Background: an optimization exercise with open tools, aiming at small area, a short achievable clock period and few clock cycles per item. Do not read the settings as production practice.
Function was checked by simulation only, so behaviour that the tests miss may differ from the original.

==> flow/design.v (excerpt) <==
module ControlPID(dataf_oo,y_k_i,clk_i,dataf_i,reset,coeff_1,coeff_2,coeff_3, ref_i, servo_o
    );
Size: ~3600 cells after synthesis, ~73 flip-flops, roughly 18000 um2 of cells after synthesis.
==> flow/config.mk <==
export PLATFORM = sky130hd
export DESIGN_NAME = ControlPID
export DESIGN_NICKNAME = ControlPID
export VERILOG_FILES = /design/flow/design.v
export SDC_FILE = /design/flow/constraint.sdc
export NUM_CORES = 4
export LEC_CHECK = 0
export ABC_AREA = 1
export CAP_MARGIN = 20
export CORE_MARGIN = 2
export CORE_UTILIZATION = 40
export SLEW_MARGIN = 20
==> flow/constraint.sdc <==
create_clock -name core_clock -period 12.0 [get_ports {clk_i}]
set_input_delay 2.4000 -clock core_clock [delete_from_list [all_inputs] [get_ports {clk_i}]]
set_output_delay 2.4000 -clock core_clock [all_outputs]
set_load 0.01 [all_outputs]
standard.sh (not shown) runs the stock make flow with config.mk's settings and CLKGATE_MAP_FILE= SYNTH_SCRIPT=/design/flow/synth_recipe.tcl, a recipe that flattens the netlist after the stock synthesis.
==> flow/flow/run.sh <==
#!/bin/bash
# Standard layout, but synthesis leaves adders to ABC: with ADDER_MAP_FILE
# empty, Yosys does not extract full/half-adder cells, so ABC maps the
# whole datapath itself.
set -euo pipefail
bash standard.sh ADDER_MAP_FILE= finish > standard_flow.log 2>&1
The baseline completed without violations.
Testbench counts at the start, summed over its fixed seeds: cycles 4,800, items 2,400.
Edit:
==> flow/run.sh (new file) <==
#!/bin/bash
# synth_recipe.tcl (not shown) runs the flow's synth.tcl, then flattens the netlist and writes it again
# the make line also repeats each setting of config.mk as NAME=value (left out here)
make -C /OpenROAD-flow-scripts/flow DESIGN_CONFIG=/design/flow/config.mk WORK_HOME=/design/flow/orfs CLKGATE_MAP_FILE= SYNTH_SCRIPT=/design/flow/synth_recipe.tcl finish
removed: flow/flow/run.sh
removed: flow/standard.sh
After rerunning: The changed run completed with no timing, DRC or antenna violations. Non-clock buffer count increases by 11. Design area goes down by 13%. Cell count came out lower by 34%. Maximum frequency goes down by 25%.

---

ControlPID, a different RTL version from the one above (not shown whole).
Size: about 49 flip-flops.
Settings: LEC_CHECK=0, ABC_AREA=1, CAP_MARGIN=20, CORE_MARGIN=2, CORE_UTILIZATION=40, GPL_TIMING_DRIVEN=1, SLEW_MARGIN=20; clock period 12.0 ns.
==> flow/flow/run.sh <==
#!/bin/bash
# Standard layout with two changes:
#  - synthesis leaves adders to ABC (ADDER_MAP_FILE empty: no full/half-adder
#    cell extraction), so ABC maps the whole datapath itself;
#  - the port buffers are buf_2 cells instead of the default choice.
set -euo pipefail
bash standard.sh ADDER_MAP_FILE= "BUFFER_PORTS_ARGS=-buffer_cell sky130_fd_sc_hd__buf_2" finish > standard_flow.log 2>&1
Testbench counts at the start, summed over its fixed seeds: cycles 4,800, items 2,400.
==> next run, changes <==
- CORE_UTILIZATION: 40 -> 65
- GPL_TIMING_DRIVEN: 1 -> not set
- PLACE_DENSITY: not set -> 0.75
Setup slack loses 44 ps.
Routed wire length fell by 6.4%.
Core utilization rose by 26 points.
Non-clock buffer count stays the same.
Clock-buffer cell count does not change.
Global-route usage rose by 12 points.
Final area fell by 1.4%.
==> next run, changes <==
==> flow/flow/run.sh (replaced) <==
#!/bin/bash
# Standard layout with two changes:
#  - synthesis leaves adders to ABC (ADDER_MAP_FILE empty: no full/half-adder
#    cell extraction), so ABC maps the whole datapath itself;
#  - the port buffers are buf_4 cells instead of the default choice.
set -euo pipefail
bash standard.sh ADDER_MAP_FILE= "BUFFER_PORTS_ARGS=-buffer_cell sky130_fd_sc_hd__buf_4" finish > standard_flow.log 2>&1
- CORE_UTILIZATION: 65 -> 40
- PLACE_DENSITY: 0.75 -> not set
The new run finished clean.
Worst setup slack is better by 220 ps.
Count of clock-buffer cells in the layout is unchanged.
==> next run, changes <==
==> flow/flow/run.sh (replaced) <==
#!/bin/bash
# Standard layout with these changes:
#  - synthesis leaves adders to ABC (ADDER_MAP_FILE empty: no full/half-adder
#    cell extraction), so ABC maps the whole datapath itself, with
#    flow/abc.script (flow/synth.tcl wraps synth_recipe.tcl to use it);
#  - the port buffers are buf_2 cells instead of the default choice.
set -euo pipefail
export FLOW_ABC_SCRIPT=$PWD/flow/abc.script
export FLOW_SYNTH_TCL=$PWD/synth_recipe.tcl
bash standard.sh ADDER_MAP_FILE= "BUFFER_PORTS_ARGS=-buffer_cell sky130_fd_sc_hd__buf_2" SYNTH_SCRIPT=$PWD/flow/synth.tcl finish > standard_flow.log 2>&1
==> flow/flow/abc.script (new file) <==
strash
dch -f
map -D 4000
topo
stime -c
buffer -c
upsize -c
dnsize -c
==> flow/flow/synth.tcl (new file) <==
# The standard flow's synthesis script (synth_recipe.tcl in the work folder), with ABC run
# on the script in $FLOW_ABC_SCRIPT instead of ORFS's abc_area.script.
proc abc {args} {
  set i [lsearch -exact $args -script]
  if {$i >= 0} { set args [lreplace $args [expr {$i + 1}] [expr {$i + 1}] $::env(FLOW_ABC_SCRIPT)] }
  yosys abc {*}$args
}
source $::env(FLOW_SYNTH_TCL)
After rerunning:
- The changed run ran to the end with no violations
- setup slack gets worse by 1700 ps
- synthesized cell count went down by about a fifth
- register-to-register slack loses 950 ps
- routed wire length went down by roughly a tenth
- clock-buffer cell count does not change
- via count went down by about a fifth
- die area is lower by roughly a tenth
- sequential cell count is unchanged
- clock skew goes up by 4.4 ps

re-timing with driven ports:
The flow's constraints put no driver on any port. The routed layouts listed below were extracted and timed again, unchanged, in two steps.
Step 1 sets driving cells, clkbuf_16 on the clock port and buf_2 on the other inputs (assumed; they add their load-dependent delay and slew).
Step 2 adds t to the input delays and takes it off the output delays; t is the mean of the earliest and latest rising clock arrival at the registers after step 1. Input paths then give back, and output paths get back, about the clock's delay inside the block.
Slacks: ideal ports / drivers / drivers and shift; pairs: ideal ports / drivers.
| run | t, ns | slack for setup (ns) | worst data-port slew with drivers (ns) | pins driven straight from the clock port |
|---|---|---|---|---|
| the first run of note 1 | 0.406 | 3.735 / 3.686 / 4.093 | 0.06 | 1 |
| the second run of note 1 | 0.383 | 0.928 / 0.882 / 0.742 | 0.05 | 1 |
| the first run of note 2 | 0.348 | 4.159 / 4.184 / 3.836 | 0.06 | 1 |
| the second run of note 2 | 0.350 | 4.115 / 4.145 / 3.796 | 0.06 | 1 |
| the third run of note 2 | 0.359 | 4.337 / 4.362 / 4.003 | 0.06 | 1 |
| the fourth run of note 2 | 0.358 | 2.637 / 2.666 / 2.307 | 0.06 | 1 |
After both steps every run listed still meets setup and hold. For the third run of note 2, which loses most, drivers alone change the setup slack by +0.025 ns; drivers and shift together by -0.334 ns.
